What follows belongs to an exercise in optimizing a design on an open flow for small area; a production flow would make more cautious choices.
Power and IR drop assume default switching activity.

## run 3
==> module datapath_proc, before the edit <==
module datapath_proc (clk, resetn, imem_addr, imem_data, dmem_addr, dmem_re, dmem_rdata,
                      wb_en, wb_addr, wb_data);
    input clk, resetn;
    output [15:0] imem_addr;
    input [15:0] imem_data;
    output [15:0] dmem_addr;
    output dmem_re;
    input [15:0] dmem_rdata;
    output wb_en;
    output [2:0] wb_addr;
    output [15:0] wb_data;
    reg [15:0] pc;
    reg [15:0] ir_id;
    wire [15:0] ir_keep = 16'b0000_0110_1100_0100;
    always @(posedge clk)
        ir_id <= imem_data & (ir_keep | {16{resetn}});
    wire [3:0] op = ir_id[15:12];
    wire [1:0] cz = ir_id[1:0];
    wire c_add = (op == 4'b0000);
    wire c_adi = (op == 4'b0001);
    wire c_nd  = (op == 4'b0010);
    wire c_lhi = (op == 4'b0011);
    wire c_lw  = (op == 4'b0100);
    wire z_rd, c_rd;             
    wire we_id = (c_add | c_nd) ? ((cz == 2'b00) | ((cz == 2'b01) & z_rd) | ((cz == 2'b10) & c_rd))
                                : (c_adi | c_lw | c_lhi);
    reg [11:0] f_rd;
    reg [1:0]  k_rd;
    reg        lw_rd, we_rd;
    always @(posedge clk) begin
        f_rd <= ir_id[11:0];
        k_rd <= (c_adi | c_lw) ? 2'd1 : c_nd ? 2'd2 : c_add ? 2'd0 : 2'd3;
        lw_rd <= resetn & c_lw;
        we_rd <= resetn & we_id;
    end
    reg [15:0] rf [0:6];
    wire [2:0] ra = f_rd[11:9];
    wire [2:0] rb = f_rd[8:6];
    wire [2:0] rc = f_rd[5:3];
    wire [15:0] a = (ra == 3'd7) ? pc : rf[ra];
    wire [15:0] b = (rb == 3'd7) ? pc : rf[rb];
    wire [15:0] opb = (k_rd == 2'd1) ? {10'b0, f_rd[5:0]} : b;
    wire [16:0] sum = a + opb;
    wire [15:0] alu = (k_rd == 2'd2) ? ~(a & b) : sum[15:0];
    wire        kconst = (k_rd == 2'd3);
    assign z_rd = kconst | (alu == 16'h0000);
    assign c_rd = (k_rd[1] == 1'b0) & sum[16];
    wire [15:0] res_rd = kconst ? {f_rd[8:0], 7'b0} : alu;
    wire [2:0]  dst_rd = kconst ? ra : (k_rd == 2'd1) ? rb : rc;
    reg [15:0] res_ex, res_mem;
    reg [2:0]  dst_ex, dst_mem;
    reg        we_ex, we_mem, lw_ex, lw_mem;
    always @(posedge clk) begin
        res_ex <= res_rd;
        dst_ex <= dst_rd;
        we_ex  <= resetn & we_rd;
        lw_ex  <= resetn & lw_rd;
        res_mem <= res_ex;
        dst_mem <= dst_ex;
        we_mem  <= resetn & we_ex;
        lw_mem  <= resetn & lw_ex;
    end
    assign dmem_addr = res_mem;
    assign dmem_re = lw_mem;
    wire lw_g = lw_mem & resetn;
    wire al_g = ~lw_mem & resetn;
    wire [15:0] wd_g = ({16{lw_g}} & dmem_rdata) | ({16{al_g}} & res_mem);
    genvar gi;
    generate
        for (gi = 0; gi < 7; gi = gi + 1) begin : g_rf
            wire ld = (we_mem & (dst_mem == gi)) | ~resetn;
            always @(posedge clk)
                if (ld) rf[gi] <= wd_g;
        end
    endgenerate
    wire [15:0] pc_inc = pc + 16'd1;
    always @(posedge clk)
        if ((we_mem & (dst_mem == 3'd7)) | ~resetn) pc <= wd_g;
        else pc <= pc_inc;
    reg [15:0] wbd;
    reg [2:0]  wba;
    reg        wbe;
    always @(posedge clk) begin
        wbd <= wd_g;
        wba <= dst_mem;
        wbe <= resetn & we_mem;
    end
    assign imem_addr = pc;
    assign wb_en = wbe;
    assign wb_addr = wba;
    assign wb_data = wbd;
endmodule
==> flow/config.mk <==
export PLATFORM = sky130hd
export DESIGN_NAME = datapath_proc
export DESIGN_NICKNAME = datapath_proc
export VERILOG_FILES = /design/flow/design.v
export SDC_FILE = /design/flow/constraint.sdc
export NUM_CORES = 4
export LEC_CHECK = 0
export CAP_MARGIN = 5
export CORE_MARGIN = 2
export CORE_UTILIZATION = 65
export PLACE_DENSITY = 0.75
export SLEW_MARGIN = 5
==> flow/constraint.sdc <==
create_clock -name core_clock -period 6.0 [get_ports {clk}]
set_input_delay 1.2000 -clock core_clock [delete_from_list [all_inputs] [get_ports {clk}]]
set_output_delay 1.2000 -clock core_clock [all_outputs]
set_load 0.01 [all_outputs]
standard.sh (not shown) runs the stock make flow with config.mk's settings and CLKGATE_MAP_FILE= SYNTH_SCRIPT=/design/flow/synth_recipe.tcl, a recipe that flattens the netlist after the stock synthesis.
==> flow/flow/run.sh <==
#!/bin/bash
# Own layout flow: the standard ORFS flow (standard.sh) with area-minded settings.
#  * synthesis: the standard script, but ABC maps the logic for area (flip-flops are
#    mapped by dfflibmap before ABC, so registers keep their names and cells);
#  * port buffers are buf_1;
#  * CTS uses small clock buffers and no dummy loads.
# Each tool's output goes to a log file of its own here; ORFS's logs are under orfs/logs.
set -euo pipefail
W=$(pwd)
rm -rf "$W/scripts_area"
cp -r "$FLOW_HOME/scripts" "$W/scripts_area"
cp "$W/flow/abc_area.script" "$W/scripts_area/abc_speed.script"
export SCRIPTS_DIR="$W/scripts_area"
export SYNTH_OPERATIONS_ARGS="-noshare"
export BUFFER_PORTS_ARGS="-buffer_cell sky130_fd_sc_hd__buf_1"
export CTS_ARGS="-sink_clustering_enable -repair_clock_nets -dont_use_dummy_load -buf_list {sky130_fd_sc_hd__clkbuf_2 sky130_fd_sc_hd__clkbuf_4 sky130_fd_sc_hd__clkbuf_8} -sink_clustering_buffer sky130_fd_sc_hd__clkbuf_8 -root_buf sky130_fd_sc_hd__clkbuf_4 -sink_clustering_size 16 -sink_clustering_max_diameter 60"
bash standard.sh synth > "$W/synth.log" 2>&1
bash standard.sh > "$W/layout.log" 2>&1
==> flow/flow/abc_area.script <==
strash
&get -n
&st
&dch
&nf -a
&put
Input-level comparison between run 1 and run 3:
diff --git a/flow/design.v b/flow/design.v
--- a/flow/design.v
+++ b/flow/design.v
@@ -9,13 +9,12 @@
     output wb_en;
     output [2:0] wb_addr;
     output [15:0] wb_data;
     reg [15:0] pc;
     reg [15:0] ir_id;
-    wire [15:0] ir_keep = 16'b0000_0110_1100_0100;
     always @(posedge clk)
-        ir_id <= imem_data & (ir_keep | {16{resetn}});
+        ir_id <= imem_data & {16{resetn}};
     wire [3:0] op = ir_id[15:12];
     wire [1:0] cz = ir_id[1:0];
     wire c_add = (op == 4'b0000);
     wire c_adi = (op == 4'b0001);
     wire c_nd  = (op == 4'b0010);
@@ -66,13 +65,14 @@
     wire al_g = ~lw_mem & resetn;
     wire [15:0] wd_g = ({16{lw_g}} & dmem_rdata) | ({16{al_g}} & res_mem);
     genvar gi;
     generate
         for (gi = 0; gi < 7; gi = gi + 1) begin : g_rf
-            wire ld = (we_mem & (dst_mem == gi)) | ~resetn;
+            wire ld = we_mem & (dst_mem == gi);
+            wire hold = resetn & ~ld;
             always @(posedge clk)
-                if (ld) rf[gi] <= wd_g;
+                rf[gi] <= ({16{ld}} & wd_g) | ({16{hold}} & rf[gi]);
         end
     endgenerate
     wire [15:0] pc_inc = pc + 16'd1;
     always @(posedge clk)
         if ((we_mem & (dst_mem == 3'd7)) | ~resetn) pc <= wd_g;
- Critical path depth: higher on run 1
- Between run 1 and run 3, the difference in die area is negligible.
- | actual slew at the worst max-slew pin | run 1 vs run 3 | 230 ps higher |
- In terms of adder and majority gate portion of the synthesized area, run 3 and run 1 differ only marginally.
- A source of the critical timing path of f_rd[11] is what run 1 shows, while f_rd[10] belongs to run 3.
- Summary of run 1 over run 3: combinational power down about 40%; internal portion of total power decreased by about 20% relative to the old numbers.
No functional check of the RTL was part of any run of this note.

==> afterwards: timing with drivers on the ports <==
How much do the figures lean on ideal ports? The routed layouts below were timed once more, with nothing changed but the port constraints.
Step 1, drivers: a clkbuf_16 drives clk and a buf_2 each remaining input, both assumed.
Step 2 also shifts input and output timing later by t, the mid clock arrival at the registers, as if the neighbouring blocks saw the same clock.
Three values: no drivers, after step 1, after step 2; two values: the first two.
run | t, ns | setup WS [ns] | worst setup path at the end | latest minus earliest clock arrival (ns) | worst slew at a driven data input, ns
run 3 | 0.639 | 0.452 / 0.452 / 0.452 | register to register | 0.038 / 0.037 | 0.04
run 1 | 0.650 | 0.553 / 0.553 / 0.553 | register to register | 0.081 / 0.080 | 0.03
After both steps setup and hold are still met in every run listed.
